Context: an optimization exercise on an open-source flow, tuned for small area, a short achievable clock period and few clock cycles. The choices shown serve that exercise and are no tape-out recipe.
Function was checked by simulation only, so behaviour that the tests miss may differ from the original.

File: design/flow/config.mk
export PLATFORM = sky130hd
export DESIGN_NAME = Riscv_core
export DESIGN_NICKNAME = Riscv_core
export VERILOG_FILES = /design/flow/design.v
export SDC_FILE = /design/flow/constraint.sdc
export NUM_CORES = 8
export LEC_CHECK = 0
export ABC_AREA = 1
export CAP_MARGIN = 30
export CORE_MARGIN = 2
export CORE_UTILIZATION = 40
export CTS_BUF_LIST = sky130_fd_sc_hd__clkbuf_8
export CTS_CLUSTER_SIZE = 24
export GPL_ROUTABILITY_DRIVEN = 0
export PLACE_DENSITY = 0.55
export SLEW_MARGIN = 20
export SETUP_SLACK_MARGIN = 17
export BUFFER_PORTS_ARGS = -buffer_cell sky130_fd_sc_hd__buf_4
File: design/flow/constraint.sdc
create_clock -name core_clock -period 24.0 [get_ports {clk}]
set_input_delay 4.8000 -clock core_clock [delete_from_list [all_inputs] [get_ports {clk}]]
set_output_delay 4.8000 -clock core_clock [all_outputs]
set_load 0.01 [all_outputs]
File: design/flow/design.v
`timescale 1ns/1ns
module Riscv_core
    (
        input                   clk,
        input                   rst_n,
        output  [13:0]          rom_addr,    
        input   [31:0]          inst,
        output  [31:0]          dmem_addr,   
        input   [31:0]          dmem_rdata,  
        output  [31:0]          dmem_wdata,  
        output  [3:0]           dmem_wmask   
    );
    integer     k;
    reg  [31:2] pc_f;
    reg         d_valid;
    reg  [31:0] d_ir;
    reg  [31:2] d_pc;
    reg  [31:2] e_pc;
    reg         e_pred;      
    reg         e_next;      
    reg         e_skip;      
    reg  [31:0] e_a, e_b, e_imm;
    reg  [4:0]  e_rd;
    reg  [2:0]  e_f3;
    reg         e_alt;       
    reg         e_use_b;     
    reg         e_wen, e_aluop, e_load, e_store, e_branch, e_jal, e_jalr;
    reg         e_lui, e_auipc, e_mul, e_div;
    reg  [31:0] m_val, m_wdata;
    reg  [4:0]  m_rd;
    reg  [2:0]  m_f3;
    reg         m_wen, m_load, m_store, m_neg;
    reg  [31:0] rf [1:31];
    wire [31:0] op2   = e_use_b ? e_b : e_imm;
    wire        sub   = e_branch | (e_aluop & ((e_use_b & e_alt & (e_f3 == 3'b000)) |
                                               (e_f3 == 3'b010) | (e_f3 == 3'b011)));
    wire [32:0] sum   = {1'b0, e_a} + {1'b0, op2 ^ {32{sub}}} + {32'd0, sub};
    wire        ltu   = ~sum[32];
    wire        lts   = (e_a[31] != op2[31]) ? e_a[31] : sum[31];
    wire        eq    = (e_a == e_b);
    wire        sh_left = ~e_f3[2];
    wire        sh_fill = e_alt & e_f3[2] & e_a[31];
    reg  [31:0] sh_v, sh_out;
    always @(*) begin
        for (k = 0; k < 32; k = k + 1) sh_v[k] = sh_left ? e_a[31-k] : e_a[k];
        if (op2[4]) sh_v = {{16{sh_fill}}, sh_v[31:16]};
        if (op2[3]) sh_v = {{8{sh_fill}},  sh_v[31:8]};
        if (op2[2]) sh_v = {{4{sh_fill}},  sh_v[31:4]};
        if (op2[1]) sh_v = {{2{sh_fill}},  sh_v[31:2]};
        if (op2[0]) sh_v = {sh_fill,       sh_v[31:1]};
        for (k = 0; k < 32; k = k + 1) sh_out[k] = sh_left ? sh_v[31-k] : sh_v[k];
    end
    reg  [31:0] alu_out;
    always @(*) begin
        case (e_f3)
            3'b000: alu_out = sum[31:0];
            3'b001: alu_out = sh_out;
            3'b010: alu_out = {31'd0, lts};
            3'b011: alu_out = {31'd0, ltu};
            3'b100: alu_out = e_a ^ op2;
            3'b101: alu_out = sh_out;
            3'b110: alu_out = e_a | op2;
            default: alu_out = e_a & op2;
        endcase
    end
    wire [31:2] pc4    = e_pc + 30'd1;
    wire [31:2] e_tgt  = e_pc + e_imm[31:2];
    wire        br_c   = e_f3[2] ? (e_f3[1] ? ltu : lts) : eq;
    wire        taken  = e_branch & (br_c ^ e_f3[0]);
    wire        d_fp;
    wire        kill   = taken & e_skip & ~d_fp;
    wire        redirect = e_jalr | (e_branch & ~e_next & ~kill & (taken ^ e_pred));
    wire [31:2] redirect_pc = e_jalr ? sum[31:2] : e_pred ? pc4 : e_tgt;
    reg  [31:0] e_res;
    always @(*) begin
        if (e_jal | e_jalr)  e_res = {pc4, 2'b00};
        else if (e_lui)      e_res = e_imm;
        else if (e_auipc)    e_res = {e_tgt, 2'b00};
        else if (e_aluop)    e_res = alu_out;
        else                 e_res = sum[31:0];       
    end
    reg  [4:0]  md_cnt;
    wire        m_sa = (e_f3[1:0] == 2'b01) | (e_f3[1:0] == 2'b10);    
    wire        m_sb = (e_f3[1:0] == 2'b01);                            
    reg  [33:0] mh;            
    reg  [23:0] ml;            
    reg         mprev;         
    wire        m_last3 = (md_cnt[1:0] == 2'd3);
    wire        m_top  = m_last3 & ~m_sb & e_b[7];
    wire [41:0] m_as   = {{10{m_sa & e_a[31]}}, e_a};
    wire [8:0]  m_bits = {e_b[7:0], mprev};
    reg  [41:0] m_row [0:3];
    reg  [41:0] m_x;
    reg         m_one, m_two, m_ng;
    reg  [41:0] m_sel;
    always @(*) begin
        m_x = m_top ? {m_as[33:0], 8'd0} : 42'd0;
        for (k = 0; k < 4; k = k + 1) begin
            m_one = m_bits[2*k+1] ^ m_bits[2*k];
            m_two = (m_bits[2*k+2] & ~m_bits[2*k+1] & ~m_bits[2*k]) |
                    (~m_bits[2*k+2] & m_bits[2*k+1] & m_bits[2*k]);
            m_ng  = m_bits[2*k+2];
            m_sel = ({42{m_one}} & m_as) | ({42{m_two}} & {m_as[40:0], 1'b0});
            m_row[k] = (m_sel ^ {42{m_ng}}) << (2 * k);
            m_x[2*k] = m_ng;
        end
    end
    wire [41:0] m_hin  = {{8{mh[33]}}, mh};
    wire [41:0] m_s1 = m_hin ^ m_row[0] ^ m_row[1];
    wire [41:0] m_c1 = {(m_hin[40:0] & m_row[0][40:0]) | (m_hin[40:0] & m_row[1][40:0]) |
                        (m_row[0][40:0] & m_row[1][40:0]), 1'b0};
    wire [41:0] m_s2 = m_row[2] ^ m_row[3] ^ m_x;
    wire [41:0] m_c2 = {(m_row[2][40:0] & m_row[3][40:0]) | (m_row[2][40:0] & m_x[40:0]) |
                        (m_row[3][40:0] & m_x[40:0]), 1'b0};
    wire [41:0] m_s3 = m_s1 ^ m_c1 ^ m_s2;
    wire [41:0] m_c3 = {(m_s1[40:0] & m_c1[40:0]) | (m_s1[40:0] & m_s2[40:0]) |
                        (m_c1[40:0] & m_s2[40:0]), 1'b0};
    wire [41:0] m_s4 = m_s3 ^ m_c3 ^ m_c2;
    wire [41:0] m_c4 = {(m_s3[40:0] & m_c3[40:0]) | (m_s3[40:0] & m_c2[40:0]) |
                        (m_c3[40:0] & m_c2[40:0]), 1'b0};
    wire [41:0] m_sum  = m_s4 + m_c4;
    wire        m_rest = (e_b[31:7] == 25'd0) | (m_sb & (e_b[31:7] == {25{1'b1}}));
    wire        mul_end = m_last3 | m_rest;
    wire [63:0] m_ext = {{22{m_sum[41]}}, m_sum};
    reg  [63:0] m_p;
    always @(*) begin
        case (md_cnt[1:0])
            2'd0:    m_p = m_ext;
            2'd1:    m_p = {m_ext[55:0], ml[23:16]};
            2'd2:    m_p = {m_ext[47:0], ml[23:8]};
            default: m_p = {m_ext[39:0], ml};
        endcase
    end
    wire [31:0] mul_out = (e_f3[1:0] == 2'b00) ? m_p[31:0] : m_p[63:32];
    wire        d_signed = ~e_f3[0];
    wire        d_na  = d_signed & e_a[31];
    wire        d_nb  = d_signed & e_b[31];
    wire        d_bz  = (e_b == 32'd0);
    wire [31:0] d_ca  = d_na ? ~e_a : e_a;
    wire [31:0] d_cb  = d_nb ? ~e_b : e_b;
    wire [5:0]  d_lza, d_lzb;
    Lzc32 u_lza (.v(d_ca), .lz(d_lza));
    Lzc32 u_lzb (.v(d_cb), .lz(d_lzb));
    wire [6:0]  d_nq  = {1'b0, d_lzb} - {1'b0, d_lza} + (d_na ? 7'd2 : 7'd1);
    wire [4:0]  d_n   = (d_bz | (~d_nq[6] & (d_nq[5:0] > 6'd32))) ? 5'd16 :
                        d_nq[6] ? 5'd0 : (d_nq[5:0] + 6'd1) >> 1;
    reg  [31:0] d_r, d_q;
    reg  [4:0]  d_left;
    wire [31:0] d_ua  = d_na ? -e_a : e_a;
    wire [63:0] d_rot = {d_ua, d_ua} >> {d_n[3:0], 1'b0};
    reg  [31:0] d_r0, d_q0;
    always @(*) begin
        for (k = 0; k < 32; k = k + 1) begin
            d_r0[k] = (k < 32 - 2 * d_n) ? d_rot[k] : 1'b0;
            d_q0[k] = (k < 32 - 2 * d_n) ? 1'b0 : d_rot[k];
        end
    end
    wire [32:0] d_nd = d_nb ? {1'b1, e_b} : {1'b1, ~e_b};
    reg  [31:0] d_r1, d_q1;
    reg  [32:0] d_t, d_diff;
    always @(*) begin
        d_r1 = d_r;
        d_q1 = d_q;
        for (k = 0; k < 2; k = k + 1) begin
            d_t    = {d_r1, d_q1[31]};
            d_diff = d_t + d_nd + {32'd0, ~d_nb};
            d_q1   = {d_q1[30:0], ~d_diff[32]};
            d_r1   = d_diff[32] ? d_t[31:0] : d_diff[31:0];
        end
    end
    wire        d_last  = (d_left == 5'd0);
    wire [31:0] div_out = e_f3[1] ? (d_last ? d_r : d_r1) : (d_last ? d_q : d_q1);
    wire        div_neg = e_f3[1] ? d_na : ((d_na ^ d_nb) & ~d_bz);
    wire        d_c0 = (md_cnt == 5'd0);
    wire        e_done = ~(e_mul | e_div) | (e_mul & mul_end) |
                         (e_div & ~d_c0 & (d_left <= 5'd1));
    always @(posedge clk or negedge rst_n) begin
        if (!rst_n)
            md_cnt <= 5'd0;
        else if (e_done)
            md_cnt <= 5'd0;
        else
            md_cnt <= md_cnt + 5'd1;
    end
    wire        m_go = e_mul & ~e_done;
    always @(posedge clk) begin
        mh    <= m_go ? m_sum[41:8] : 34'd0;
        ml    <= {m_sum[7:0], ml[23:8]};
        mprev <= m_go & e_b[7];
        if (d_c0) begin
            d_r    <= d_r0;
            d_q    <= d_q0;
            d_left <= d_n;
        end else begin
            d_r    <= d_r1;
            d_q    <= d_q1;
            d_left <= d_left - 5'd1;
        end
    end
    assign dmem_addr  = m_val;
    assign dmem_wdata = m_wdata;
    reg  [3:0]  wmask;
    always @(*) begin
        case (m_f3[1:0])
            2'b00:   wmask = 4'b0001 << m_val[1:0];
            2'b01:   wmask = m_val[1] ? 4'b1100 : 4'b0011;
            default: wmask = 4'b1111;
        endcase
    end
    assign dmem_wmask = m_store ? wmask : 4'b0000;
    reg  [7:0]  ld_b;
    reg  [15:0] ld_h;
    reg  [31:0] ld_data;
    always @(*) begin
        case (m_val[1:0])
            2'b00: ld_b = dmem_rdata[7:0];
            2'b01: ld_b = dmem_rdata[15:8];
            2'b10: ld_b = dmem_rdata[23:16];
            default: ld_b = dmem_rdata[31:24];
        endcase
        ld_h = m_val[1] ? dmem_rdata[31:16] : dmem_rdata[15:0];
        case (m_f3[1:0])
            2'b00:   ld_data = {{24{~m_f3[2] & ld_b[7]}}, ld_b};
            2'b01:   ld_data = {{16{~m_f3[2] & ld_h[15]}}, ld_h};
            default: ld_data = dmem_rdata;
        endcase
    end
    wire [31:0] wb = m_load ? ld_data : m_neg ? -m_val : m_val;
    always @(posedge clk) begin
        if (m_wen)
            rf[m_rd] <= wb;
    end
    always @(posedge clk or negedge rst_n) begin
        if (!rst_n) begin
            m_wen   <= 1'b0;
            m_load  <= 1'b0;
            m_store <= 1'b0;
        end else begin
            m_wen   <= e_done & e_wen;
            m_load  <= e_done & e_load;
            m_store <= e_done & e_store;
        end
    end
    always @(posedge clk) begin
        m_val   <= e_mul ? mul_out : e_div ? div_out : e_res;
        m_neg   <= e_div & div_neg;
        m_rd    <= e_rd;
        m_f3    <= e_f3;
        case (e_f3[1:0])
            2'b00:   m_wdata <= {4{e_b[7:0]}};
            2'b01:   m_wdata <= {2{e_b[15:0]}};
            default: m_wdata <= e_b;
        endcase
    end
    wire [6:0]  op   = d_ir[6:0];
    wire [4:0]  rs1  = d_ir[19:15];
    wire [4:0]  rs2  = d_ir[24:20];
    wire [4:0]  rd   = d_ir[11:7];
    wire        d_r_type  = (op == 7'b0110011);
    wire        d_i_alu   = (op == 7'b0010011);
    wire        d_ld      = (op == 7'b0000011);
    wire        d_st      = (op == 7'b0100011);
    wire        d_br      = (op == 7'b1100011);
    wire        d_jal     = (op == 7'b1101111);
    wire        d_jalr    = (op == 7'b1100111);
    wire        d_lui     = (op == 7'b0110111);
    wire        d_auipc   = (op == 7'b0010111);
    wire        d_m       = d_r_type & d_ir[25];
    reg  [31:0] d_imm;
    always @(*) begin
        if (d_st)
            d_imm = {{20{d_ir[31]}}, d_ir[31:25], d_ir[11:7]};
        else if (d_br)
            d_imm = {{20{d_ir[31]}}, d_ir[7], d_ir[30:25], d_ir[11:8], 1'b0};
        else if (d_jal)
            d_imm = {{12{d_ir[31]}}, d_ir[19:12], d_ir[20], d_ir[30:21], 1'b0};
        else if (d_lui | d_auipc)
            d_imm = {d_ir[31:12], 12'd0};
        else
            d_imm = {{20{d_ir[31]}}, d_ir[31:20]};
    end
    wire        use1 = ~(d_lui | d_auipc | d_jal);
    wire        use2 = d_r_type | d_st | d_br;
    wire        e_late = e_load | e_mul | e_div;
    wire        hazard = d_valid & ~kill & e_wen & e_late &
                         ((use1 & (rs1 == e_rd)) | (use2 & (rs2 == e_rd)));
    reg  [31:0] rf1, rf2;
    always @(*) begin
        rf1 = 32'd0;
        rf2 = 32'd0;
        for (k = 1; k < 32; k = k + 1) begin
            rf1 = rf1 | ({32{rs1 == k}} & rf[k]);
            rf2 = rf2 | ({32{rs2 == k}} & rf[k]);
        end
    end
    wire        fe1 = e_wen & (e_rd == rs1);
    wire        fe2 = e_wen & (e_rd == rs2);
    wire        fm1 = m_wen & (m_rd == rs1);
    wire        fm2 = m_wen & (m_rd == rs2);
    wire [31:0] rv1 = (rs1 == 5'd0) ? 32'd0 : fe1 ? e_res : fm1 ? wb : rf1;
    wire [31:0] rv2 = (rs2 == 5'd0) ? 32'd0 : fe2 ? e_res : fm2 ? wb : rf2;
    wire        go   = e_done & ~redirect & ~hazard;    
    wire        take = go & d_valid & ~kill;
    wire        d_next = (d_imm == 32'd4);
    wire        d_pred = d_br & d_imm[31];
    assign      d_fp   = d_valid & (d_jal | d_pred);
    assign rom_addr = pc_f[15:2];
    wire        f_jal  = (inst[6:0] == 7'b1101111);
    wire        f_bb   = (inst[6:0] == 7'b1100011) & inst[31];
    wire [31:2] f_imm  = f_jal ? {{12{inst[31]}}, inst[19:12], inst[20], inst[30:22]} :
                                 {{20{inst[31]}}, inst[7], inst[30:25], inst[11:9]};
    wire [31:2] f_tgt  = pc_f + f_imm;
    always @(posedge clk or negedge rst_n) begin
        if (!rst_n) begin
            pc_f     <= 30'd0;
            d_valid  <= 1'b0;
            e_wen    <= 1'b0;
            e_aluop  <= 1'b0;
            e_load   <= 1'b0;
            e_store  <= 1'b0;
            e_branch <= 1'b0;
            e_jal    <= 1'b0;
            e_jalr   <= 1'b0;
            e_lui    <= 1'b0;
            e_auipc  <= 1'b0;
            e_mul    <= 1'b0;
            e_div    <= 1'b0;
        end else if (e_done) begin
            if (redirect) begin
                pc_f    <= redirect_pc;
                d_valid <= 1'b0;
            end else if (~hazard) begin
                pc_f    <= (f_jal | f_bb) ? f_tgt : pc_f + 30'd1;
                d_valid <= 1'b1;
            end
            e_wen    <= take & (rd != 5'd0) &
                        (d_r_type | d_i_alu | d_ld | d_jal | d_jalr | d_lui | d_auipc);
            e_aluop  <= take & ((d_r_type & ~d_ir[25]) | d_i_alu);
            e_load   <= take & d_ld;
            e_store  <= take & d_st;
            e_branch <= take & d_br;
            e_jal    <= take & d_jal;
            e_jalr   <= take & d_jalr;
            e_lui    <= take & d_lui;
            e_auipc  <= take & d_auipc;
            e_mul    <= take & d_m & ~d_ir[14];
            e_div    <= take & d_m & d_ir[14];
        end
    end
    always @(posedge clk) begin
        if (go) begin
            d_ir <= inst;
            d_pc <= pc_f;
        end
        e_pc    <= d_pc;
        e_pred  <= d_pred;
        e_next  <= d_next;
        e_skip  <= (d_imm == 32'd8);
        e_imm   <= d_imm;
        e_alt   <= d_ir[30];
        e_use_b <= d_r_type | d_br;
        if (e_done) begin
            e_a     <= rv1;
            e_b     <= rv2;
            e_rd    <= rd;
            e_f3    <= d_ir[14:12];
        end else if (e_mul) begin
            e_b     <= {{8{m_sb & e_b[31]}}, e_b[31:8]};
        end
    end
endmodule
module Lzc32
    (
        input  [31:0] v,
        output [5:0]  lz
    );
    wire        z16 = ~|v[31:16];
    wire [15:0] v16 = z16 ? v[15:0] : v[31:16];
    wire        z8  = ~|v16[15:8];
    wire [7:0]  v8  = z8 ? v16[7:0] : v16[15:8];
    wire        z4  = ~|v8[7:4];
    wire [3:0]  v4  = z4 ? v8[3:0] : v8[7:4];
    wire        z2  = ~|v4[3:2];
    wire [1:0]  v2  = z2 ? v4[1:0] : v4[3:2];
    wire        z1  = ~v2[1];
    assign lz = (z16 & z8 & z4 & z2 & ~v2[1] & ~v2[0]) ? 6'd32 : {1'b0, z16, z8, z4, z2, z1};
endmodule
File: design/flow/flow/run.sh
#!/bin/bash
# Standard layout, with the timing repair aiming for a setup margin and
# ordinary buffers (not delay cells) on the ports.
cp standard.sh standard_sh.txt
cp config.mk config_mk_my.txt
echo "export SETUP_SLACK_MARGIN = 17" >> config.mk
echo "export BUFFER_PORTS_ARGS = -buffer_cell sky130_fd_sc_hd__buf_4" >> config.mk
bash standard.sh > standard.log 2>&1
File: design/flow/standard.sh
#!/bin/bash
# synth_recipe.tcl (not shown) runs the flow's synth.tcl, then flattens the netlist and writes it again
# the make line also repeats each setting of config.mk as NAME=value (left out here)
make -C /OpenROAD-flow-scripts/flow DESIGN_CONFIG=/design/flow/config.mk WORK_HOME=/design/flow/orfs CLKGATE_MAP_FILE= SYNTH_SCRIPT=/design/flow/synth_recipe.tcl "${@:-finish}"
==> results of run 1 <==
==> stage by stage <==
step	cell area [um^2]	setup slack, ns	cells
after CTS	105000	16.92	14500
after floorplan	92600	16.22	11100
after detailed placement	98400	15.11	14000
final	108000	16.76	14700
after global placement	98200	15.24	14000
after global routing	108000	16.74	14700
==> logic make-up after synthesis <==
logic type,after synthesis,share of synthesized area (%)
multiplexers,24,0.260
adder cells (fa/ha/maj),445,7.22
buffers and inverters,1922,8.01
AND/OR/NAND/NOR,4048,18.2
flip-flops,1444,43.7
XOR/XNOR,463,4.44
AO/OA/AOI/OAI,2719,18.2
==> repair_timing <==
item | in CTS | in global routing
pin swaps | 18 | 105
gates resized for setup | 202 | 316
hold buffers | 0 | 0
setup endpoints to repair | 223 | 223
gates cloned | 12 | 18
buffers inserted | 50 | 133
==> placed cells by master (no fill, tap or decap), types with 135 or more instances in the layout <==
cell type | synthesis | routed
o21ai_0 | 910 | 838
clkbuf_8 | 0 | 299
a21oi_1 | 516 | 481
buf_4 | 19 | 624
a221oi_1 | 219 | 219
fa_1 | 148 | 145
nand3_1 | 474 | 465
dfxtp_1 | 268 | 263
xor2_1 | 346 | 323
nand4_1 | 135 | 135
nor2_1 | 700 | 615
nand2_1 | 2481 | 2424
ha_1 | 297 | 283
inv_1 | 1287 | 1316
edfxtp_1 | 1126 | 1126
o22ai_1 | 311 | 310
==> flip-flops by register name, summed over array words and instances (netlist names), 24 cells and up <==
register,cells
e_imm,32
e_b,32
m_wdata,32
d_q,32
d_pc,30
pc_f,30
d_r,32
m_val,32
mh,34
e_pc,30
rf,992
ml,24
e_a,32
d_ir,32
==> final cells by class <==
type,count,area (um^2)
tap,3026,3790
timing repair buffer,712,6190
fill,22200,122000
clock buffer,299,4120
clock inverter,163,916
multi-input combinational,7707,46900
sequential,1444,40400
inverter,1358,5260
timing repair inverter,6,50.0
antenna,13,32.5
==> layer usage <==
metal / global-route usage, % / vias up
met5: 0 / -
met4: 29.0 / 16
met3: 14.3 / 2064
met2: 56.5 / 7723
met1: 45.0 / 44400
li1: - / 39300
==> final timing paths <==
check / endpoint / slack [ns]
min in group asynchronous: pc_f[28] / 3.87
min reg2reg: e_pc[2] / 0.34
min: e_pc[2] / 0.34
max reg2reg: d_q[28] / 16.76
max: d_q[28] / 16.76
max in group asynchronous: pc_f[13] / 19.49
==> synthesized netlist by cell type, drive strengths merged, types with 62 or more instances <==
| cell | instances | area, um^2 |
|---|---|---|
| a221oi | 219 | 1920 |
| or2 | 68 | 425 |
| o2111ai | 86 | 753 |
| nor4 | 73 | 475 |
| o221ai | 76 | 666 |
| nand4 | 135 | 845 |
| o211ai | 128 | 961 |
| a2111oi | 69 | 604 |
| clkbuf | 460 | 1730 |
| nand3 | 477 | 2400 |
| o21ai | 1024 | 5170 |
| edfxtp | 1126 | 33800 |
| fa | 148 | 2960 |
| nor3 | 62 | 320 |
| ha | 297 | 3720 |
| xor2 | 353 | 3140 |
| dfxtp | 268 | 5370 |
| xnor2 | 110 | 963 |
| a21oi | 516 | 2580 |
| inv | 1330 | 4990 |
| o22ai | 311 | 1950 |
| nand2 | 2506 | 9490 |
| buf | 104 | 574 |
| nor2 | 707 | 2670 |
==> critical path, delay by kind of cell, from the launching register on <==
family	cells	cell delay [ns]
and+or+nand+nor	19	2.00
AOI/OAI and AO/OA	9	1.78
buffers and inverters	10	1.39
adders and majority gates	2	0.93
xor gates and xnor gates	2	0.50
DFF	1	0.49
==> summary.md, run 1 <==
| Metric | Value |
|---|---|
| WP data required | 24.98 ns |
| Worst hold path type | reg -> reg |
| P&R area growth vs syn | 16.5% |
| Die Width | 485 um |
| Top cell by count, worst path | nand2_4 |
| Worst Tran Pin Value | 1.24 ns |
| Routed WL per cell | 32.2 um |
| Final setup fails | 0 |
| Worst r2r path cells | 42 |
| Number of global-route vias before repair | 86500 |
| Yosys cell types | 78 |
| Die Height | 485 um |
| Fin crit period | 7.24 ns |
| Slowest-stage cell, CP | fa_1 |
| Max Cap Viol | 0 |
| Async SR Flop Fraction | 3.46% |
| Iteration count of the initial detailed-routing pass | 17 |
| R2R Path Start | e_b[23] |
| Total number of vias | 93500 |
| Bufs on Longest Clock Path | 4 |
| Gr usage total | 38.2% |
| CTS tree | done |
| Final Max Tran Viols | 0 |
| Main synth FF type | edfxtp_1 |
| Top routing layer in use | met5 |
| Total CTS buffers | 278 |
| CP Max Fanout | 7 |
| Clk_skew | 0.144 ns |
| Initial antenna violation count | 35 |
| Crit path capture type | flop |
| Slew margin rel. | 17.3% |
| Min Hold Slack | 0.337 ns |
| Sink Count | 1444 |
| Fraction of layout cells with a size suffix above 1 | 13.8% |
| Synthesized Nets | 11600 |
| CTS clk-pin slew, worst paths | 0.06 ns |
| Port Buffers | 147 |
| RSZ-0062 raised after global routing | true |
| CTS root buffer | clkbuf_8 |
| Final period utilization | 30.2% |
| Grt total ovfl | 0 |
| Critical Path Start Type | flop |
| First-pass GRT wire length | 645000 um |
| Avg Vias per Cell | 6.35 |
| Final ANT Viol Nets | 0 |
| Io pins | 148 |
| WL met1 | 162000 um |
| Starting DRT DRC Count | 15200 |
| Hold Fails Final Rpt | 0 |
| # rows | 176 |
| Setup TNS | 0 ns |
| Post-Syn Area | 92500 um^2 |
| Post-Synthesis Cells | 11100 |
| Die footprint | 235000 um^2 |
| # nets final | 12000 |
| Crit path from | e_b[23] |
| Initial core utilization | 40.2% |
| Avg Cell Area, Syn | 8.36 um^2 |
| DP HPWL | 327000 um |
| Post-synth EDFFs | 1126 |
| Final Routed Wirelength | 474000 um |
| Met2 routed WL | 197000 um |
| Fmax achieved | 138 MHz |
| Clk latency of the worst-skew pair | 1.12 ns |
| H-tree levels | 5 |
| Core area | 230000 um^2 |
| Crit-path max cell delay | 0.52 ns |
| Drt drc | 0 |
| Synth Warn # | 2 |
| WL met3 | 69200 um |
| WHS Path Cells | 0 |
| Pin count of the biggest net entering global routing | 81 |
| Critical path arrival | 8.22 ns |
| Hold_sp | d_pc[2] |
| Crit Path Class | reg -> reg |
| Sequential share of the synthesized area | 43.7% |
| Synth Register Bits | 1444 |
| Final core occ | 46.9% |
| Status | finished clean |
Testbench counts, summed over its fixed seeds: cycles 35,921.
==> run 2: changes to the inputs <==
--- a/design/flow/config.mk
+++ b/design/flow/config.mk
@@ -8,11 +8,10 @@
 export ABC_AREA = 1
 export CAP_MARGIN = 30
 export CORE_MARGIN = 2
-export CORE_UTILIZATION = 40
+export CORE_UTILIZATION = 35
 export CTS_BUF_LIST = sky130_fd_sc_hd__clkbuf_8
 export CTS_CLUSTER_SIZE = 24
-export GPL_ROUTABILITY_DRIVEN = 0
-export PLACE_DENSITY = 0.55
+export PLACE_DENSITY = 0.5
 export SLEW_MARGIN = 20
 export SETUP_SLACK_MARGIN = 17
 export BUFFER_PORTS_ARGS = -buffer_cell sky130_fd_sc_hd__buf_4
==> run 2 against run 1 <==
Still clean. Critical path depth shrank 37. Die area increased by 14%. Worst setup slack gained 0.20 ns. Non-clock buffer count grew 22. Register-to-register slack gained 0.31 ns. Via count shrank 1.7%. Core utilization shrank 5.4 points. Sequential share of layout area is 0.36 points lower. Critical path type is now reg -> out. Synthesized area unchanged.
==> summary.md, run 2 <==
| Metric | Value |
|---|---|
| Hold_buf cts | 0 (unchanged) |
| FILL cells | 26500 (was 22200) |
| Worst r2r path cells | 41 (was 42) |
| Routed WL per cell | 32.8 um (was 32.2 um) |
| Sink Count | 1444 (unchanged) |
| Grt total ovfl | 0 (unchanged) |
| Hold Fails Final Rpt | 0 (unchanged) |
| Setup TNS | 0 ns (unchanged) |
| WP data required | 19.20 ns (was 24.98 ns) |
| Final period utilization | 29.3% (was 30.2%) |
| Initial antenna violation count | 34 (was 35) |
| Die Height | 518 um (was 485 um) |
| Largest Register | rf (unchanged) |
| Max reg flops | 992 (unchanged) |
| Reg2reg end | d_q[8] (was d_q[28]) |
| R2R Path Start | e_b[25] (was e_b[23]) |
| Fin crit period | 7.03 ns (was 7.24 ns) |
| Starting DRT DRC Count | 12900 (was 15200) |
| Async SR Flop Fraction | 3.46% (unchanged) |
| Core area | 263000 um^2 (was 230000 um^2) |
| Avg Vias per Cell | 6.03 (was 6.35) |
| Drt drc | 0 (unchanged) |
| Post-synth EDFFs | 1126 (unchanged) |
| Bufs on Longest Clock Path | 4 (unchanged) |
| Most frequent cell after synthesis | nand2_1 (unchanged) |
| Final setup fails | 0 (unchanged) |
| Fmax achieved | 142 MHz (was 138 MHz) |
| Max Cap Viol | 0 (unchanged) |
| Crit Path Class | reg -> out (was reg -> reg) |
| Yosys cell types | 78 (unchanged) |
| Synthesized Nets | 11600 (unchanged) |
| Io pins | 148 (unchanged) |
| CTS tree | done (unchanged) |
| Fin area | 109000 um^2 (was 108000 um^2) |
| Synth Register Bits | 1444 (unchanged) |
| # rows | 188 (was 176) |
| CTS root buffer | clkbuf_8 (unchanged) |
| Synth top area share | 36.6% (unchanged) |
| Clk latency of the worst-skew pair | 1.08 ns (was 1.12 ns) |
| Largest area contributor in the netlist | edfxtp_1 (unchanged) |
| Slew margin rel. | 15.7% (was 17.3%) |
| Die footprint | 268000 um^2 (was 235000 um^2) |
| RSZ-0062 raised after global routing | true (unchanged) |
| Avg Cell Area, Syn | 8.36 um^2 (unchanged) |
| Gr usage total | 35.4% (was 38.2%) |
| Biggest regs | rf x992, mh x34 (unchanged) |
| CTS clk-pin slew, worst paths | 0.06 ns (about the same) |
| Iteration count of the initial detailed-routing pass | 6 (was 17) |
| GP Congestion | 1.01 |
| DP HPWL | 355000 um (was 327000 um) |
| Die Width | 518 um (was 485 um) |
| Port Buffers | 147 (unchanged) |
| Fraction of layout cells with a size suffix above 1 | 14.4% (was 13.8%) |
| Synth Warn # | 2 (unchanged) |
| Crit path capture type | primary output (was flop) |
| Clk_skew | 0.119 ns (was 0.144 ns) |
| Critical path arrival | 2.23 ns (was 8.22 ns) |
| Reg2reg setup slack | 17.07 ns (was 16.76 ns) |
| Post-Synthesis Cells | 11100 (unchanged) |
| Sequential share of the synthesized area | 43.7% (unchanged) |
| Area post-placement | 99300 um^2 (was 98400 um^2) |
| # nets final | 12000 (about the same) |
| Post-Syn Area | 92500 um^2 (unchanged) |
| Worst hold path type | reg -> reg (unchanged) |
| Main synth FF type | edfxtp_1 (unchanged) |
| Most common cell after layout, fill and taps aside | nand2_1 (unchanged) |
| Total CTS buffers | 276 (was 278) |
| CP endpoint | dmem_wmask[1] (was d_q[28]) |
| H-tree levels | 5 (unchanged) |
| Most frequent cells in the layout | 2409 x nand2_1, 1336 x inv_1, 1126 x edfxtp_1 (was 2424 x nand2_1, 1316 x inv_1, 1126 x edfxtp_1) |
| Crit path from | m_val[1] (was e_b[23]) |
| Initial core utilization | 35.2% (was 40.2%) |
| Final ANT Viol Nets | 0 (unchanged) |
| Worst Tran Pin Value | 1.25 ns (was 1.24 ns) |
| Critical Path Start Type | flop (unchanged) |
| Final Routed Wirelength | 500000 um (was 474000 um) |
| Number of global-route vias before repair | 85900 (was 86500) |
| Pin count of the biggest net entering global routing | 96 (was 81) |
| Total number of vias | 92000 (was 93500) |
| Ranking of synthesized cells by area | edfxtp_1 37%, nand2_1 10%, dfxtp_1 5.8% (unchanged) |
| P&R area growth vs syn | 17.7% (was 16.5%) |
| Synth top cells by count | 2481 x nand2_1, 1287 x inv_1, 1126 x edfxtp_1 (unchanged) |
| CP Max Fanout | 6 (was 7) |
| Status | finished clean (unchanged) |
| Final Max Tran Viols | 0 (unchanged) |
| First-pass GRT wire length | 675000 um (was 645000 um) |
| Final core occ | 41.4% (was 46.9%) |
-- run 2: per-stage QoR --
step | hold slack (ns) | instances | setup slack, ns
2_1_floorplan | 0.323 | 11100 | 16.22
3_3_place_gp | 0.326 | 14500 | 15.00
5_1_grt | 0.332 | 15200 | 16.74
4_1_cts | 0.326 | 15100 | 16.85
6_report | 0.323 | 15300 | 16.97
3_5_place_dp | 0.327 | 14500 | 15.11
-- run 2: cells by family (layout without fill, tap and decap cells) --
kind of cell | count (synthesis) | in the layout | synth area share, %
xor gates and xnor gates | 463 | 463 | 4.44
buffers and inverters | 1922 | 2582 | 8.01
muxes | 24 | 24 | 0.260
other | 0 | 15 | 0
AOI/OAI and AO/OA | 2719 | 2719 | 18.2
adders and majority gates | 445 | 445 | 7.22
and+or+nand+nor | 4048 | 4053 | 18.2
DFF | 1444 | 1444 | 43.7
-- run 2: final cells by class --
| type | instances | area [um^2] | area share (%) |
|---|---|---|---|
| clock inverter | 193 | 1110 | 1.02 |
| multi-input combinational | 7704 | 47100 | 43.3 |
| tap | 3515 | 4400 | 4.04 |
| timing repair inverter | 5 | 57.6 | 0.0529 |
| clock buffer | 292 | 4020 | 3.69 |
| timing repair buffer | 734 | 6400 | 5.88 |
| sequential | 1444 | 40400 | 37.2 |
| inverter | 1358 | 5260 | 4.84 |
| antenna | 15 | 37.5 | 0.0345 |
-- run 2: timing repair --
action | CTS | global route
pin swaps | 33 | 117
gates resized for setup | 218 | 352
endpoints found under the hold margin | 0 | 0
endpoints found under the setup margin | 233 | 226
setup buffers | 55 | 126
cloned | 10 | 13
-- run 2: worst min path at each step --
stage | startpoint | endpoint | slack, ns | cells after the start
after floorplan | d_pc[10] | e_pc[10] | 0.32 | 0
after global placement | d_pc[24] | e_pc[24] | 0.33 | 0
after detailed placement | d_pc[16] | e_pc[16] | 0.33 | 0
after CTS | d_pc[16] | e_pc[16] | 0.33 | 0
after global routing | d_pc[16] | e_pc[16] | 0.33 | 0
final | d_pc[16] | e_pc[16] | 0.32 | 0
-- run 2: metal layers --
| layer | up-vias | GRT usage, % | share of wire, % |
|---|---|---|---|
| met5 | - | 0.0711 | 0.026 |
| met1 | 44900 | 43.9 | 38 |
| li1 | 39400 | - | - |
| met2 | 6201 | 54.4 | 43 |
| met3 | 1500 | 9.32 | 11 |
| met4 | 16 | 22.6 | 7.8 |
-- run 2: worst max-delay path: stages (launching register included) --
cell     delay, ns
dfxtp_4       0.39
inv_2         0.14
ha_2          0.27
inv_1         0.11
a21oi_1       0.18
buf_4         0.15
==> run 3: changes to the inputs <==
==> design/flow/flow/run.sh (replaced) <==
#!/bin/bash
# Standard layout, with the timing repair aiming for a setup margin and
# ordinary buffers (not delay cells) on the ports.
cp standard.sh standard_sh.txt
cp config.mk config_mk_my.txt
echo "export SETUP_SLACK_MARGIN = 17.4" >> config.mk
echo "export BUFFER_PORTS_ARGS = -buffer_cell sky130_fd_sc_hd__buf_4" >> config.mk
bash standard.sh > standard.log 2>&1
--- a/design/flow/config.mk
+++ b/design/flow/config.mk
@@ -8,10 +8,10 @@
 export ABC_AREA = 1
 export CAP_MARGIN = 30
 export CORE_MARGIN = 2
-export CORE_UTILIZATION = 35
+export CORE_UTILIZATION = 40
 export CTS_BUF_LIST = sky130_fd_sc_hd__clkbuf_8
 export CTS_CLUSTER_SIZE = 24
-export PLACE_DENSITY = 0.5
+export PLACE_DENSITY = 0.55
 export SLEW_MARGIN = 20
-export SETUP_SLACK_MARGIN = 17
+export SETUP_SLACK_MARGIN = 17.4
 export BUFFER_PORTS_ARGS = -buffer_cell sky130_fd_sc_hd__buf_4
==> run 3 against run 2 <==
Still clean. Die area shrank 12%. Synthesized cell count is the same.
==> summary.md, run 3 <==
| Metric | Value |
|---|---|
| Status | finished clean (unchanged) |
| Synth top cells by count | 2481 x nand2_1, 1287 x inv_1, 1126 x edfxtp_1 (unchanged) |
| Area post-placement | 98600 um^2 (was 99300 um^2) |
| DP HPWL | 355000 um (about the same) |
| P&R area growth vs syn | 20.1% (was 17.7%) |
| XOR/XNOR share of the synthesized area | 4.44% (unchanged) |
| Slew margin rel. | 7.71% (was 15.7%) |
| Final ANT Viol Nets | 0 (unchanged) |
| Synth Area in Compound Gates | 18.2% (unchanged) |
| Slowest-stage cell, CP | o21ai_0 (was dfxtp_4) |
| Post-Synthesis Cells | 11100 (unchanged) |
| CTS root buffer | clkbuf_8 (unchanged) |
| Sink Count | 1444 (unchanged) |
| Crit path capture type | flop (was primary output) |
| Starting DRT DRC Count | 14200 (was 12900) |
| Sequential share of the synthesized area | 43.7% (unchanged) |
| Most frequent cells in the layout | 2330 x nand2_1, 1285 x inv_1, 1126 x edfxtp_1 (was 2409 x nand2_1, 1336 x inv_1, 1126 x edfxtp_1) |
| Number of global-route vias before repair | 86700 (was 85900) |
| CTS clk-pin slew, worst paths | 0.06 ns (about the same) |
| Synth Register Bits | 1444 (unchanged) |
| Post-Syn Area | 92500 um^2 (unchanged) |
| Avg Cell Area, Syn | 8.36 um^2 (unchanged) |
| Main synth FF type | edfxtp_1 (unchanged) |
| H-tree levels | 5 (unchanged) |
| Post-synthesis adder-cell area fraction | 7.22% (unchanged) |
| Most frequent cell after synthesis | nand2_1 (unchanged) |
| First-pass GRT wire length | 681000 um (was 675000 um) |
| CP Max Fanout | 8 (was 6) |
| Final setup fails | 0 (unchanged) |
| Initial core utilization | 40.2% (was 35.2%) |
| Largest Register | rf (unchanged) |
| Pin count of the biggest net entering global routing | 101 (was 96) |
| Iteration count of the initial detailed-routing pass | 9 (was 6) |
| Clk latency of the worst-skew pair | 1.08 ns (about the same) |
| Grt total ovfl | 0 (unchanged) |
| Hold Fails Final Rpt | 0 (unchanged) |
| Max reg flops | 992 (unchanged) |
| Post-synth EDFFs | 1126 (unchanged) |
| Synth top area share | 36.6% (unchanged) |
| Main combinational cell family by area after synthesis | compound AO/OA/AOI/OAI gates (unchanged) |
| Avg Vias per Cell | 6.27 (was 6.03) |
| Critical Path Start Type | flop (unchanged) |
| Total CTS buffers | 280 (was 276) |
| Total number of vias | 93100 (was 92000) |
| Final period utilization | 29.0% (was 29.3%) |
| WHS Path Cells | 0 (unchanged) |
| GP Congestion | 1.04 (was 1.01) |
| Final Routed Wirelength | 503000 um (was 500000 um) |
| Io pins | 148 (unchanged) |
| Fmax achieved | 143 MHz (was 142 MHz) |
| Routed WL per cell | 33.9 um (was 32.8 um) |
| WP data required | 24.86 ns (was 19.20 ns) |
| Critical path arrival | 7.83 ns (was 2.23 ns) |
| Synthesized Nets | 11600 (unchanged) |
| Ranking of synthesized cells by area | edfxtp_1 37%, nand2_1 10%, dfxtp_1 5.8% (unchanged) |
| Max Cap Viol | 0 (unchanged) |
| Worst r2r path cells | 41 (unchanged) |
| Die Width | 485 um (was 518 um) |
| Worst Tran Pin Value | 1.37 ns (was 1.25 ns) |
| Fin crit period | 6.97 ns (was 7.03 ns) |
| Hold_buf cts | 0 (unchanged) |
| Final core occ | 48.3% (was 41.4%) |
| Initial antenna violation count | 33 (was 34) |
| # rows | 176 (was 188) |
| Synth Warn # | 2 (unchanged) |
| Bufs on Longest Clock Path | 4 (unchanged) |
| Crit Path Class | reg -> reg (was reg -> out) |
| Die Height | 485 um (was 518 um) |
| Core area | 230000 um^2 (was 263000 um^2) |
| Port Buffers | 147 (unchanged) |
| RSZ-0062 raised after global routing | true (unchanged) |
| Largest area contributor in the netlist | edfxtp_1 (unchanged) |
| Fraction of layout cells with a size suffix above 1 | 17.2% (was 14.4%) |
| Yosys cell types | 78 (unchanged) |
| Die footprint | 235000 um^2 (was 268000 um^2) |
| Most common cell after layout, fill and taps aside | nand2_1 (unchanged) |
| Worst hold path type | reg -> reg (unchanged) |
| Simple-gate area share of the yosys netlist | 18.2% (unchanged) |
| Biggest regs | rf x992, mh x34 (unchanged) |
| CTS tree | done (unchanged) |
| Async SR Flop Fraction | 3.46% (unchanged) |
| FILL cells | 22400 (was 26500) |
| Gr usage total | 40.8% (was 35.4%) |
| # nets final | 12100 (was 12000) |
| Fin area | 111000 um^2 (was 109000 um^2) |
| Crit-path max cell delay | 0.82 ns (was 0.39 ns) |
| Setup TNS | 0 ns (unchanged) |
| Post-synthesis mux area share | 0.260% (unchanged) |
| Clk_skew | 0.140 ns (was 0.119 ns) |
| Final Max Tran Viols | 0 (unchanged) |
| Drt drc | 0 (unchanged) |
[run 3: changes by cell type in the layout (fill, tap and decap cells not counted), sizes merged, moves of 2 or more]
cell      change
o21ai         +2
clkbuf        +5
bufinv        +2
nand2         +2
bufbuf        +9
clkinv        +4
inv          -39
diode         -3
clkinvlp      +8
buf          +85
[run 3: path summary, 6_finish.rpt]
check,from,to,slack [ns]
worst min-delay path,d_pc[29],e_pc[29],0.30
worst max-delay path,e_f3[0],d_q[27],17.03
max in group asynchronous,rst_n,pc_f[30],19.67
worst max register to register,e_f3[0],d_q[27],17.03
min in group asynchronous,rst_n,m_store,3.65
worst min register to register,d_pc[29],e_pc[29],0.30
[run 3: stage by stage]
| stage | cells | setup WS (ns) | hold WS [ns] |
|---|---|---|---|
| after global placement | 14000 | 14.22 | 0.325 |
| final | 14800 | 17.03 | 0.302 |
| after floorplan | 11100 | 16.22 | 0.323 |
| after CTS | 14700 | 17.07 | 0.313 |
| after detailed placement | 14000 | 14.42 | 0.327 |
| after global routing | 14800 | 16.85 | 0.335 |
[run 3: cell families after synthesis]
| kind of cell | after synthesis |
|---|---|
| compound gates | 2719 |
| xor+xnor | 463 |
| fa+ha+maj | 445 |
| buf+inv | 1922 |
| flops | 1444 |
| mux | 24 |
| simple gates | 4048 |
[run 3: worst max-delay path, delay by kind of cell (launching register included)]
family | cells | cell delay [ns]
compound gates | 6 | 1.61
xor+xnor | 3 | 0.47
fa+ha+maj | 3 | 1.15
buf+inv | 13 | 1.39
flops | 1 | 0.45
simple gates | 16 | 1.71
[run 3: metal layers]
metal	vias up	wire, um	part of all wire [%]	global-route usage [%]
met3	1714	61100	12	12.2
met1	45000	183000	37	49.9
met2	6757	216000	43	62.2
li1	39600	-	-	-
met5	-	158	0.031	0
met4	24	42200	8.4	27.6
[run 3: cell type report]
class                           count  area [um^2]  share of cell area, %
Tap cell                         3026         3790                   3.41
Inverter                         1358         5310                   4.78
Sequential cell                  1444        40500                   36.5
Multi-Input combinational cell   7708        48600                   43.7
Clock buffer                      297         4090                   3.68
Timing Repair inverter              5         37.5                 0.0338
Clock inverter                    168          925                  0.832
Timing Repair Buffer              830         7790                   7.01
Antenna cell                       12         30.0                 0.0270
[run 3: what timing repair did]
action / CTS / global route
gates resized for setup: 776 / 310
pin swaps: 219 / 183
setup endpoints to repair: 278 / 228
cloned: 26 / 14
setup buffers: 202 / 81
==> run 4: changes to the inputs <==
==> design/flow/flow/run.sh (replaced) <==
#!/bin/bash
# Standard layout, with the timing repair aiming for a setup margin and
# ordinary buffers (not delay cells) on the ports.
cp standard.sh standard_sh.txt
cp config.mk config_mk_my.txt
echo "export SETUP_SLACK_MARGIN = 17.2" >> config.mk
echo "export BUFFER_PORTS_ARGS = -buffer_cell sky130_fd_sc_hd__buf_4" >> config.mk
bash standard.sh > standard.log 2>&1
--- a/design/flow/config.mk
+++ b/design/flow/config.mk
@@ -13,5 +13,5 @@
 export CTS_CLUSTER_SIZE = 24
 export PLACE_DENSITY = 0.55
 export SLEW_MARGIN = 20
-export SETUP_SLACK_MARGIN = 17.4
+export SETUP_SLACK_MARGIN = 17.2
 export BUFFER_PORTS_ARGS = -buffer_cell sky130_fd_sc_hd__buf_4
==> run 4 against run 3 <==
Now fails the layout checks on max-capacitance violations, max-slew violations. Design area is 0.64% lower. Worst setup slack better by 0.035 ns. Die area did not move. Wire length rose by 2.0%. Critical path type is now in -> reg. First-iteration DRC count is 0.70% higher. Global-route usage increased by 0.63 points. Register-to-register slack gained 0.21 ns. Maximum frequency increased by 0.51%. Core utilization shrank 0.31 points. Sequential share of layout area is 0.17 points higher. Synthesized area unchanged.
==> summary.md, run 4 <==
| Metric | Value |
|---|---|
| Status | finished with violations (was finished clean) |
| Layout check faults | max-capacitance violations, max-slew violations |
| CP endpoint | pc_f[19] (was d_q[27]) |
| Synth Register Bits | 1444 (unchanged) |
| Grt total ovfl | 0 (unchanged) |
| # rows | 176 (unchanged) |
| R2R Path Start | e_a[28] (was e_f3[0]) |
| Async SR Flop Fraction | 3.46% (unchanged) |
| Sequential share of the synthesized area | 43.7% (unchanged) |
| GP Congestion | 1.04 (about the same) |
| Ranking of synthesized cells by area | edfxtp_1 37%, nand2_1 10%, dfxtp_1 5.8% (unchanged) |
| Most frequent cells in the layout | 2359 x nand2_1, 1303 x inv_1, 1126 x edfxtp_1 (was 2330 x nand2_1, 1285 x inv_1, 1126 x edfxtp_1) |
| H-tree levels | 5 (unchanged) |
| Fraction of layout cells with a size suffix above 1 | 16.6% (was 17.2%) |
| Largest Register | rf (unchanged) |
| RSZ-0062 raised after global routing | true (unchanged) |
| DP HPWL | 361000 um (was 355000 um) |
| Synth Warn # | 2 (unchanged) |
| Crit path capture type | flop (unchanged) |
| Clk latency of the worst-skew pair | 1.08 ns (about the same) |
| Post-synth EDFFs | 1126 (unchanged) |
| Slowest-stage cell, CP | nor4_4 (was o21ai_0) |
| Post-Syn Area | 92500 um^2 (unchanged) |
| Sink Count | 1444 (unchanged) |
| Crit path from | inst[6] (was e_f3[0]) |
| Worst Tran Pin Value | 2.34 ns (was 1.37 ns) |
| Initial core utilization | 40.2% (unchanged) |
| Final core occ | 48.0% (was 48.3%) |
| Fin crit period | 6.94 ns (was 6.97 ns) |
| Starting DRT DRC Count | 14300 (was 14200) |
| Critical path arrival | 7.90 ns (was 7.83 ns) |
| Reg2reg end | d_q[3] (was d_q[27]) |
| Crit Path Class | in -> reg (was reg -> reg) |
| Post-Synthesis Cells | 11100 (unchanged) |
| Reg2reg setup slack | 17.24 ns (was 17.03 ns) |
| Top cell by count, worst path | nand2_1 |
| Number of global-route vias before repair | 87700 (was 86700) |
| Clk_skew | 0.0890 ns (was 0.140 ns) |
| Bufs on Longest Clock Path | 4 (unchanged) |
| Synth top area share | 36.6% (unchanged) |
| Biggest regs | rf x992, mh x34 (unchanged) |
| Most frequent cell after synthesis | nand2_1 (unchanged) |
| Initial antenna violation count | 46 (was 33) |
| Fmax achieved | 144 MHz (was 143 MHz) |
| First-pass GRT wire length | 690000 um (was 681000 um) |
| CP Max Fanout | 5 (was 8) |
| Drt drc | 0 (unchanged) |
| CTS clk-pin slew, worst paths | 0.06 ns (about the same) |
| Max Cap Viol | 2 (was 0) |
| Total number of vias | 93500 (was 93100) |
| Worst path depth | 27 (was 41) |
| Hold_buf cts | 0 (unchanged) |
| Die footprint | 235000 um^2 (unchanged) |
| Avg Cell Area, Syn | 8.36 um^2 (unchanged) |
| Worst r2r path cells | 43 (was 41) |
| Critical Path Start Type | primary input (was flop) |
| Core area | 230000 um^2 (unchanged) |
| Worst hold path type | reg -> reg (unchanged) |
| Dpl ws | 14.96 ns (was 14.42 ns) |
| WP data required | 24.96 ns (was 24.86 ns) |
| Max reg flops | 992 (unchanged) |
| Cell family with most CP delay | compound AO/OA/AOI/OAI gates (was simple AND/OR/NAND/NOR gates) |
| Yosys cell types | 78 (unchanged) |
| Die Width | 485 um (unchanged) |
| Routed WL per cell | 34.5 um (was 33.9 um) |
| Die Height | 485 um (unchanged) |
| Iteration count of the initial detailed-routing pass | 9 (unchanged) |
| Setup TNS | 0 ns (unchanged) |
| Pin count of the biggest net entering global routing | 91 (was 101) |
| Gr usage total | 41.5% (was 40.8%) |
| Avg Vias per Cell | 6.29 (was 6.27) |
| Total CTS buffers | 287 (was 280) |
| P&R area growth vs syn | 19.4% (was 20.1%) |
| Crit-path max cell delay | 0.37 ns (was 0.82 ns) |
| Final ANT Viol Nets | 0 (unchanged) |
| Most common cell after layout, fill and taps aside | nand2_1 (unchanged) |
| Final period utilization | 28.9% (was 29.0%) |
| Worst path bufs/invs | 6 (was 13) |
| CTS tree | done (unchanged) |
| Port Buffers | 147 (unchanged) |
| Synthesized Nets | 11600 (unchanged) |
| Hold Fails Final Rpt | 0 (unchanged) |
| Final Max Tran Viols | 7 (was 0) |
| # nets final | 12100 (about the same) |
| CTS root buffer | clkbuf_8 (unchanged) |
| Largest area contributor in the netlist | edfxtp_1 (unchanged) |
| Slew margin rel. | -57.8% (was 7.71%) |
| Io pins | 148 (unchanged) |
| Worst Slack Setup Final | 17.06 ns (was 17.03 ns) |
| Main synth FF type | edfxtp_1 (unchanged) |
| Final Routed Wirelength | 513000 um (was 503000 um) |
| Synth top cells by count | 2481 x nand2_1, 1287 x inv_1, 1126 x edfxtp_1 (unchanged) |
| Final setup fails | 0 (unchanged) |
run 4: how the worst min path moves through the flow:
| stage | slack (ns) | depth (start not counted) | from | endpoint |
|---|---|---|---|---|
| 2_1_floorplan | 0.32 | 0 | d_pc[10] | e_pc[10] |
| 6_report | 0.33 | 0 | d_pc[19] | e_pc[19] |
| 5_1_grt | 0.35 | 0 | d_pc[30] | e_pc[30] |
| 3_5_place_dp | 0.33 | 0 | d_pc[22] | e_pc[22] |
| 4_1_cts | 0.34 | 0 | d_pc[4] | e_pc[4] |
| 3_3_place_gp | 0.33 | 0 | d_pc[18] | e_pc[18] |
run 4: what timing repair did:
action | CTS | global route
cloned | 16 | 23
endpoints found under the setup margin | 467 | 230
hold endpoints to repair | 0 | 0
pin swaps | 74 | 208
buffers inserted | 112 | 155
gates resized for setup | 345 | 561
run 4: cell families (layout without fill, tap and decap cells):
logic type	count (synthesis)	count (layout)	share of synthesized area (%)
AOI/OAI and AO/OA	2719	2720	18.2
xor gates and xnor gates	463	463	4.44
adders and majority gates	445	445	7.22
buffers and inverters	1922	2671	8.01
DFF	1444	1444	43.7
muxes	24	24	0.260
other	0	22	0
and+or+nand+nor	4048	4059	18.2
run 4: per-stage QoR:
step,instances,cell area [um^2],hold slack (ns)
2_1_floorplan,11100,92600,0.323
3_3_place_gp,14000,98300,0.325
3_5_place_dp,14000,98600,0.327
4_1_cts,14700,106000,0.340
5_1_grt,14900,110000,0.348
6_report,14900,110000,0.331
run 4: layout make-up:
type                            instances  area [um^2]
Antenna cell                           22         55.1
Clock buffer                          306         4210
Clock inverter                        181         1020
Fill cell                           22500       120000
Inverter                             1358         5350
Multi-Input combinational cell       7711        48000
Sequential cell                      1444        40500
Tap cell                             3026         3790
Timing Repair Buffer                  819         7400
Timing Repair inverter                  7         85.1
run 4: per-layer routing:
layer	global-route usage (%)	up-vias	share of wire (%)
li1	-	39600	-
met1	51.0	45500	37
met2	63.2	6728	43
met3	11.5	1735	12
met4	28.6	30	8.4
met5	0	-	0.038
==> run 5: changes to the inputs <==
==> design/flow/flow/run.sh (replaced) <==
#!/bin/bash
# Standard layout, with the timing repair aiming for a setup margin and
# ordinary buffers (not delay cells) on the ports.
cp standard.sh standard_sh.txt
cp config.mk config_mk_my.txt
echo "export SETUP_SLACK_MARGIN = 16.8" >> config.mk
echo "export BUFFER_PORTS_ARGS = -buffer_cell sky130_fd_sc_hd__buf_4" >> config.mk
bash standard.sh > standard.log 2>&1
--- a/design/flow/config.mk
+++ b/design/flow/config.mk
@@ -13,5 +13,5 @@
 export CTS_CLUSTER_SIZE = 24
 export PLACE_DENSITY = 0.55
 export SLEW_MARGIN = 20
-export SETUP_SLACK_MARGIN = 17.2
+export SETUP_SLACK_MARGIN = 16.8
 export BUFFER_PORTS_ARGS = -buffer_cell sky130_fd_sc_hd__buf_4
==> run 5 against run 4 <==
The run now finishes clean. Hold slack lost 0.025 ns. Non-clock buffer count shrank 146. Count of clock-buffer cells in the layout grew 1. Global-route usage shrank 1.5 points. Critical path type is now reg -> out. First-iteration DRC count shrank 4.5%. Wire length shrank 4.3%. Maximum frequency shrank 2.2%. Cell count shrank 1.1%.
==> summary.md, run 5 <==
| Metric | Value |
|---|---|
| Sink Count | 1444 (unchanged) |
| WL met3 | 61200 um (was 60600 um) |
| GP Congestion | 1.06 (was 1.04) |
| H-tree levels | 5 (unchanged) |
| Async SR Flop Fraction | 3.46% (unchanged) |
| Number of global-route vias before repair | 86300 (was 87700) |
| WP data required | 19.20 ns (was 24.96 ns) |
| Synth top area share | 36.6% (unchanged) |
| Routed WL per cell | 33.3 um (was 34.5 um) |
| # nets final | 12000 (was 12100) |
| Final Non-Filler Cells | 14700 (was 14900) |
| Largest Register | rf (unchanged) |
| DP Cell Count | 14100 (was 14000) |
| Core area | 230000 um^2 (unchanged) |
| Io pins | 148 (unchanged) |
| Max reg flops | 992 (unchanged) |
| Max Cap Viol | 0 (was 2) |
| Post-Synthesis Cells | 11100 (unchanged) |
| RSZ-0062 raised after global routing | true (unchanged) |
| Synth Warn # | 2 (unchanged) |
| Crit path from | m_val[0] (was inst[6]) |
| Top cell by count, worst path | inv_1 (was nand2_1) |
| Critical Path Start Type | flop (was primary input) |
| Port Buffers | 147 (unchanged) |
| Slowest-stage cell, CP | dfxtp_2 (was nor4_4) |
| Avg Vias per Cell | 6.27 (was 6.29) |
| Starting DRT DRC Count | 13700 (was 14300) |
| Crit Path Class | reg -> out (was in -> reg) |
| Gr usage total | 40.0% (was 41.5%) |
| Total CTS buffers | 282 (was 287) |
| Setup TNS | 0 ns (unchanged) |
| Die Height | 485 um (unchanged) |
| Cell family with most CP delay | buffers and inverters (was compound AO/OA/AOI/OAI gates) |
| Main synth FF type | edfxtp_1 (unchanged) |
| Final Routed Wirelength | 490000 um (was 513000 um) |
| Fin crit period | 7.09 ns (was 6.94 ns) |
| CP cell instances | inv_1 -> ha_2 -> inv_1 -> a21oi_1 -> buf_4 |
| Synth Register Bits | 1444 (unchanged) |
| Status | finished clean (was finished with violations) |
| Most frequent cell after synthesis | nand2_1 (unchanged) |
| Critical path arrival | 2.29 ns (was 7.90 ns) |
| CP Max Fanout | 8 (was 5) |
| Clk_skew | 0.114 ns (was 0.0890 ns) |
| Sequential share of the synthesized area | 43.7% (unchanged) |
| Bufs on Longest Clock Path | 4 (unchanged) |
| Die footprint | 235000 um^2 (unchanged) |
| # rows | 176 (unchanged) |
| FILL cells | 22700 (was 22500) |
| Initial antenna violation count | 30 (was 46) |
| Final ANT Viol Nets | 0 (unchanged) |
| Top routing layer in use | met5 (unchanged) |
| Fraction of layout cells with a size suffix above 1 | 12.5% (was 16.6%) |
| Largest area contributor in the netlist | edfxtp_1 (unchanged) |
| Most common cell after layout, fill and taps aside | nand2_1 (unchanged) |
| Crit path capture type | primary output (was flop) |
| CTS root buffer | clkbuf_8 (unchanged) |
| Crit-path max cell delay | 0.38 ns (was 0.37 ns) |
| Worst Tran Pin Value | 1.16 ns (was 2.34 ns) |
| Ranking of synthesized cells by area | edfxtp_1 37%, nand2_1 10%, dfxtp_1 5.8% (unchanged) |
| Synth top cells by count | 2481 x nand2_1, 1287 x inv_1, 1126 x edfxtp_1 (unchanged) |
| Final Max Tran Viols | 0 (was 7) |
| Final period utilization | 29.6% (was 28.9%) |
| R2R Path Start | e_a[5] (was e_a[28]) |
| Iteration count of the initial detailed-routing pass | 7 (was 9) |
| Fmax achieved | 141 MHz (was 144 MHz) |
| Synthesized Nets | 11600 (unchanged) |
| DP HPWL | 348000 um (was 361000 um) |
| P&R area growth vs syn | 15.3% (was 19.4%) |
| Register area | 40400 um^2 (was 40500 um^2) |
| Most frequent cells in the layout | 2453 x nand2_1, 1352 x inv_1, 1126 x edfxtp_1 (was 2359 x nand2_1, 1303 x inv_1, 1126 x edfxtp_1) |
| Avg Cell Area, Syn | 8.36 um^2 (unchanged) |
| Final setup fails | 0 (unchanged) |
| Hold Fails Final Rpt | 0 (unchanged) |
| Pin count of the biggest net entering global routing | 73 (was 91) |
| WL met1 | 178000 um (was 187000 um) |
| Worst hold path type | reg -> reg (unchanged) |
| Initial core utilization | 40.2% (unchanged) |
| CTS clk-pin slew, worst paths | 0.06 ns (about the same) |
| Total number of vias | 92200 (was 93500) |
| Grt total ovfl | 0 (unchanged) |
| Post-Syn Area | 92500 um^2 (unchanged) |
| Post-synth EDFFs | 1126 (unchanged) |
| Final core occ | 46.4% (was 48.0%) |
| Met2 routed WL | 209000 um (was 221000 um) |
| Yosys cell types | 78 (unchanged) |
| Biggest regs | rf x992, mh x34 (unchanged) |
| Slew margin rel. | 21.9% (was -57.8%) |
| First-pass GRT wire length | 667000 um (was 690000 um) |
| CTS tree | done (unchanged) |
| Drt drc | 0 (unchanged) |
| Area of the multi-input gates | 46400 um^2 (was 48000 um^2) |
| Clk latency of the worst-skew pair | 1.09 ns (was 1.08 ns) |
| Worst path bufs/invs | 3 (was 6) |
| Die Width | 485 um (unchanged) |
| Hold_sp | d_pc[25] (was d_pc[19]) |
==> run 5: cell counts after synthesis <==
Identical to the previous run, type by type.
==> run 5: kinds of logic (layout without fill, tap and decap cells) <==
| family | after synthesis | after routing | synth area share (%) |
|---|---|---|---|
| AND/OR/NAND/NOR | 4048 | 4056 | 18.2 |
| flip-flops | 1444 | 1444 | 43.7 |
| XOR/XNOR | 463 | 463 | 4.44 |
| other | 0 | 31 | 0 |
| adder cells (fa/ha/maj) | 445 | 445 | 7.22 |
| multiplexers | 24 | 24 | 0.260 |
| buffers and inverters | 1922 | 2505 | 8.01 |
| AO/OA/AOI/OAI | 2719 | 2719 | 18.2 |
==> run 5: per-stage QoR <==
step / hold WS, ns / instance area, um^2 / setup slack [ns]
floorplan: 0.323 / 92600 / 16.22
global placement: 0.324 / 98300 / 14.95
detailed placement: 0.327 / 98600 / 14.97
CTS: 0.311 / 105000 / 16.80
global route: 0.317 / 107000 / 16.66
finish: 0.306 / 107000 / 16.91
==> run 5: what timing repair did <==
item | 4_1_cts | 5_1_grt
hold buffers | 0 | 0
buffers inserted | 36 | 80
resized for setup | 126 | 216
gates cloned | 5 | 14
setup endpoints to repair | 226 | 221
pin swaps | 14 | 51
==> run 5: final cells by class <==
| class | count | share of cell area [%] |
|---|---|---|
| antenna | 31 | 0.0728 |
| clock buffer | 307 | 3.96 |
| timing repair inverter | 1 | 0.0106 |
| tap | 3026 | 3.55 |
| inverter | 1358 | 4.89 |
| sequential | 1444 | 37.9 |
| clock inverter | 166 | 0.762 |
| multi-input combinational | 7707 | 43.5 |
| timing repair buffer | 673 | 5.33 |
==> run 5: final timing paths <==
path	to	slack (ns)	cells after the start
worst max-delay path	dmem_wmask[0]	16.91	5
worst min-delay path	e_pc[25]	0.31	0
worst max register to register	m_val[15]	16.95	29
worst min register to register	e_pc[25]	0.31	0
max in group asynchronous	md_cnt[0]	19.67	2
min in group asynchronous	pc_f[27]	3.65	1
==> run 5: layer usage <==
| metal | GRT usage (%) | vias to the layer above |
|---|---|---|
| met5 | 0 | - |
| met1 | 48.0 | 44300 |
| met3 | 13.4 | 1723 |
| met2 | 59.9 | 6916 |
| met4 | 28.7 | 20 |
| li1 | - | 39300 |

## separate check: timing with driven ports
No port has a modelled driver above. Below, the same layouts with a new extraction and two added sets of constraints. Step 1: set_driving_cell puts a clkbuf_16 on clk and a buf_2 on each other input, an assumption about the parent block. Step 2 moves the port delays by t, midway between the first and last clock arrival at a register: inputs arrive t later, outputs are due t later. That takes back most of the time a late clock gives input paths. a / b / c = ideal / step 1 / step 2; a / b = the first two.
| run | t (ns) | setup WS [ns] | worst slew at a driven data input, ns |
|---|---|---|---|
| run 1 | 1.134 | 16.761 / 16.761 / 15.926 | 0.14 |
| run 2 | 1.115 | 16.966 / 16.867 / 16.000 | 0.14 |
| run 3 | 1.115 | 17.029 / 17.026 / 16.009 | 0.06 |
| run 4 | 1.149 | 17.064 / 17.029 / 15.968 | 0.07 |
| run 5 | 1.130 | 16.907 / 16.805 / 15.907 | 0.07 |
The setup slack of run 4, which loses most, moves by -0.035 ns with the drivers and by -1.096 ns with both steps.
